Background: an optimization exercise with open tools, aiming at small area, a short achievable clock period and few clock cycles. Do not read the settings as production practice.
RTL that was checked went through simulation tests only; none was proved equivalent to the original.
Power figures rest on the tool's default switching activity, not on a simulated workload.

Design Data_selector, start of the top module:
module Data_selector(
	input clk,
	input rst,
	input data_collect_finish,
	input [7:0] data_in,
	output reg [7:0] data_out,
	output reg [13:0] read_select,
	output reg [13:0] write_out_se,
	output reg data_process_finish,
	output reg wr_enable
    );
==> module Data_selector, before the edit <==
module Data_selector(
	input clk,
	input rst,
	input data_collect_finish,
	input [7:0] data_in,
	output reg [7:0] data_out,
	output reg [13:0] read_select,
	output reg [13:0] write_out_se,
	output reg data_process_finish,
	output reg wr_enable
    );
	localparam integer H   = 9;                     
	localparam integer K   = H - 2;                 
	localparam integer NB  = (98 + K - 1) / K;      
	localparam integer R0L = 100 - H;               
	localparam integer R0P = (NB - 2) * K;          
	localparam integer JW  = 4;                     
	localparam integer BW  = 4;                     
	localparam integer DN  = 100;                               
	localparam integer DC  = 1 - 100 * (H - 1);                 
	localparam integer DB  = -199;                              
	localparam integer DBL = (R0L - R0P - H + 1) * 100 - 99;    
	localparam integer DF  = -100 * (H - 1);                    
	localparam [13:0] A1  = -201;
	localparam [13:0] A2  = 100 * (H - 1) - 102;
	localparam [13:0] A3  = 98;
	localparam [13:0] A4  = -101 - DBL;
	localparam [13:0] A5  = -101 - DF;
	localparam [13:0] A6  = -100 * K - 101;
	localparam [13:0] A7  = -100 * (R0L - R0P) - 101;
	localparam [13:0] A8  = -100 * (R0L - R0P) - 2 + 100 * (H - 1);
	localparam [13:0] A9  = -200;
	localparam [13:0] A10 = 9899;
	localparam [13:0] A11 = 100 * (H - 2) - 1;
	localparam [13:0] A12 = 100 * (H - 2);
	localparam [1:0] S_NONE = 2'd0, S_BLUR = 2'd1, S_COLC = 2'd2, S_ROWC = 2'd3;
	reg running;
	reg p1, p2;                  
	reg [JW-1:0] j;              
	reg [6:0] c;                 
	reg [BW-1:0] b;              
	reg jl, j2, j1;              
	reg c0, c1, c99, cf;         
	reg bf, bl, bp;              
	reg [7:0] D [1:2*H-1];       
	reg [9:0] hp;                
	reg [9:0] h1, h2;            
	reg [11:0] q;                
	reg [1:0] src, src1;         
	reg [3:0] acode;             
	wire go = running | (data_collect_finish & ~data_process_finish & ~p1 & ~p2);
	wire [9:0] h0 = hp + {2'b0, data_in};
	wire [11:0] sum = q + {2'b0, h1};
	always @(*) begin
		src = S_NONE;
		acode = 4'd0;
		if (j2) begin
			if (c0) begin
				if (!bf) begin
					src = S_COLC;
					if (bl) acode = jl ? 4'd8 : 4'd7;
					else acode = jl ? 4'd3 : 4'd6;
				end
			end
			else if (cf) begin
				src = S_COLC;
				acode = jl ? 4'd10 : 4'd9;
			end
			else begin
				src = c1 ? S_COLC : S_BLUR;
				if (!jl) acode = 4'd1;
				else if (!c99) acode = 4'd2;
				else if (bl) acode = 4'd5;
				else if (bp) acode = 4'd4;
				else acode = 4'd3;
			end
		end
		else if (j1) begin
			if (bf && !cf) begin src = S_ROWC; acode = 4'd9; end
		end
		else begin
			if (cf) begin src = S_ROWC; acode = 4'd12; end
			else if (bl && !c0) begin src = S_ROWC; acode = 4'd11; end
		end
	end
	wire [13:0] aoff =
		(acode == 4'd1)  ? A1  :
		(acode == 4'd2)  ? A2  :
		(acode == 4'd3)  ? A3  :
		(acode == 4'd4)  ? A4  :
		(acode == 4'd5)  ? A5  :
		(acode == 4'd6)  ? A6  :
		(acode == 4'd7)  ? A7  :
		(acode == 4'd8)  ? A8  :
		(acode == 4'd9)  ? A9  :
		(acode == 4'd10) ? A10 :
		(acode == 4'd11) ? A11 : A12;
	reg [13:0] aoff1;
	wire [13:0] dsw = !c99 ? DC[13:0] : bl ? DF[13:0] : bp ? DBL[13:0] : DB[13:0];
	wire [13:0] a_row = read_select + 14'd100;
	wire [13:0] a_sw = read_select + dsw;
	always @(posedge clk or posedge rst) begin
		if (rst) begin
			running <= 1'b0;
			p1 <= 1'b0;
			p2 <= 1'b0;
			j <= 0;
			c <= 0;
			b <= 0;
			jl <= 1'b0;
			j2 <= 1'b0;
			j1 <= 1'b0;
			c0 <= 1'b1;
			c1 <= 1'b0;
			c99 <= 1'b0;
			cf <= 1'b0;
			bf <= 1'b1;
			bl <= 1'b0;
			bp <= (NB == 2);
			read_select <= 0;
			src1 <= S_NONE;
			wr_enable <= 1'b0;
			data_process_finish <= 1'b0;
		end
		else begin
			p2 <= p1;
			p1 <= 1'b0;
			src1 <= S_NONE;
			if (go) begin
				src1 <= src;
				running <= 1'b1;
				read_select <= !jl ? a_row : cf ? 14'd0 : a_sw;
				if (!jl) begin
					j <= j + 1'b1;
					jl <= (j == H - 2);
					j2 <= (j >= 1);
					j1 <= (j == 0);
				end
				else begin
					j <= 0;
					jl <= 1'b0;
					j2 <= 1'b0;
					j1 <= 1'b0;
					if (cf) begin
						c <= 0;
						b <= 0;
						c0 <= 1'b1;
						cf <= 1'b0;
						bf <= 1'b1;
						bl <= 1'b0;
						bp <= (NB == 2);
						running <= 1'b0;
						p1 <= 1'b1;
					end
					else if (c99) begin
						c99 <= 1'b0;
						if (bl) begin
							c <= 100;
							cf <= 1'b1;
						end
						else begin
							c <= 0;
							c0 <= 1'b1;
							b <= b + 1'b1;
							bf <= 1'b0;
							bl <= (b == NB - 2);
							bp <= (b == NB - 3);
						end
					end
					else begin
						c <= c + 1'b1;
						c0 <= 1'b0;
						c1 <= c0;
						c99 <= (c == 98);
					end
				end
			end
			wr_enable <= (src1 != S_NONE);
			if (p2) data_process_finish <= 1'b1;
			else if (!data_collect_finish) data_process_finish <= 1'b0;
		end
	end
	integer k;
	always @(posedge clk) begin
		aoff1 <= aoff;
		D[1] <= data_in;
		for (k = 2; k <= 2 * H - 1; k = k + 1) D[k] <= D[k-1];
		hp <= {2'b0, D[2*H-1]} + {1'b0, D[H-1], 1'b0};
		h1 <= h0;
		h2 <= h1;
		q <= {2'b0, h2} + {1'b0, h1, 1'b0};
		write_out_se <= read_select + aoff1;
		case (src1)
			S_BLUR: data_out <= sum[11:4];
			S_COLC: data_out <= D[H+2];
			default: data_out <= D[2];
		endcase
	end
endmodule
clock: 5.5 ns
lec_check: 0
cap_margin: 20
core_margin: 2
core_utilization: 40
setup_slack_margin: 3.2
slew_margin: 20
run.sh (not shown) runs the stock make flow with config.mk's settings and CLKGATE_MAP_FILE= SYNTH_SCRIPT=/design/flow/synth_recipe.tcl, a recipe that flattens the netlist after the stock synthesis.
The first run finished clean.
Testbench counts at the start, summed over its fixed seeds: cycles 302,736.
Then changed:
--- a/flow/design.v
+++ b/flow/design.v
@@ -11,11 +11,11 @@
 	output reg wr_enable
     );
-	localparam integer H   = 9;                     
+	localparam integer H   = 7;                     
 	localparam integer K   = H - 2;                 
 	localparam integer NB  = (98 + K - 1) / K;      
 	localparam integer R0L = 100 - H;               
 	localparam integer R0P = (NB - 2) * K;          
-	localparam integer JW  = 4;                     
-	localparam integer BW  = 4;                     
+	localparam integer JW  = $clog2(H);
+	localparam integer BW  = $clog2(NB);
 	localparam integer DN  = 100;                               
 	localparam integer DC  = 1 - 100 * (H - 1);                 
@@ -44,14 +44,23 @@
 	reg c0, c1, c99, cf;         
 	reg bf, bl, bp;              
-	reg [7:0] D [1:2*H-1];       
-	reg [9:0] hp;                
+	reg [7:0] D [1:2*H];         
 	reg [9:0] h1, h2;            
 	reg [11:0] q;                
 	reg [1:0] src, src1;         
-	reg [3:0] acode;             
+	reg [3:0] acode, acode1;     
+	reg [13:0] delta;            
+	reg zero;                    
 	wire go = running | (data_collect_finish & ~data_process_finish & ~p1 & ~p2);
+	wire [9:0] hp = {2'b0, D[2*H]} + {1'b0, D[H], 1'b0};
 	wire [9:0] h0 = hp + {2'b0, data_in};
 	wire [11:0] sum = q + {2'b0, h1};
 	always @(*) begin
+		zero = 1'b0;
+		if (!jl) delta = DN;
+		else if (cf) begin delta = 0; zero = 1'b1; end
+		else if (!c99) delta = DC;
+		else if (bl) delta = DF;
+		else if (bp) delta = DBL;
+		else delta = DB;
 		src = S_NONE;
 		acode = 4'd0;
@@ -86,19 +95,15 @@
 	end
 	wire [13:0] aoff =
-		(acode == 4'd1)  ? A1  :
-		(acode == 4'd2)  ? A2  :
-		(acode == 4'd3)  ? A3  :
-		(acode == 4'd4)  ? A4  :
-		(acode == 4'd5)  ? A5  :
-		(acode == 4'd6)  ? A6  :
-		(acode == 4'd7)  ? A7  :
-		(acode == 4'd8)  ? A8  :
-		(acode == 4'd9)  ? A9  :
-		(acode == 4'd10) ? A10 :
-		(acode == 4'd11) ? A11 : A12;
-	reg [13:0] aoff1;
-	wire [13:0] dsw = !c99 ? DC[13:0] : bl ? DF[13:0] : bp ? DBL[13:0] : DB[13:0];
-	wire [13:0] a_row = read_select + 14'd100;
-	wire [13:0] a_sw = read_select + dsw;
+		(acode1 == 4'd1)  ? A1  :
+		(acode1 == 4'd2)  ? A2  :
+		(acode1 == 4'd3)  ? A3  :
+		(acode1 == 4'd4)  ? A4  :
+		(acode1 == 4'd5)  ? A5  :
+		(acode1 == 4'd6)  ? A6  :
+		(acode1 == 4'd7)  ? A7  :
+		(acode1 == 4'd8)  ? A8  :
+		(acode1 == 4'd9)  ? A9  :
+		(acode1 == 4'd10) ? A10 :
+		(acode1 == 4'd11) ? A11 : A12;
 	always @(posedge clk or posedge rst) begin
 		if (rst) begin
@@ -131,5 +136,5 @@
 				src1 <= src;
 				running <= 1'b1;
-				read_select <= !jl ? a_row : cf ? 14'd0 : a_sw;
+				read_select <= zero ? 14'd0 : read_select + delta;
 				if (!jl) begin
 					j <= j + 1'b1;
@@ -184,12 +189,11 @@
 	integer k;
 	always @(posedge clk) begin
-		aoff1 <= aoff;
+		acode1 <= acode;
 		D[1] <= data_in;
-		for (k = 2; k <= 2 * H - 1; k = k + 1) D[k] <= D[k-1];
-		hp <= {2'b0, D[2*H-1]} + {1'b0, D[H-1], 1'b0};
+		for (k = 2; k <= 2 * H; k = k + 1) D[k] <= D[k-1];
 		h1 <= h0;
 		h2 <= h1;
 		q <= {2'b0, h2} + {1'b0, h1, 1'b0};
-		write_out_se <= read_select + aoff1;
+		write_out_se <= read_select + aoff;
 		case (src1)
 			S_BLUR: data_out <= sum[11:4];
Effect: Setup slack degrades by 0.35 ns; hold slack gains 0.0078 ns; power falls by 4.6%; combinational power is higher by 9.2%; cell count decreases by 11%.
The RTL of the second run of this note was laid out without a check of its function.

==> what the ideal ports hide <==
In the flow no input, the clock included, has a driving cell. The finished layouts below were timed again as built, in two steps. Step 1 assumes that a clkbuf_16 drives the clock port and a buf_2 every other input. Step 2 also shifts input and output timing later by t, the mid clock arrival at the registers, as if the neighbouring blocks saw the same clock. Three values: no drivers, after step 1, after step 2; two values: the first two.
| run | shift t [ns] | setup slack, ns | worst setup path at the end | latest minus earliest clock arrival (ns) | worst slew at a driven data input, ns |
|---|---|---|---|---|---|
| the first run | 0.572 | 3.195 / 3.148 / 2.682 | input to register | 0.012 / 0.012 | 0.03 |
| the second run | 0.547 | 2.841 / 2.841 / 2.354 | input to register | 0.019 / 0.018 | 0.04 |
After both steps every run listed still meets setup and hold. For the first run, which loses most, drivers alone change the setup slack by -0.047 ns; drivers and shift together by -0.513 ns.
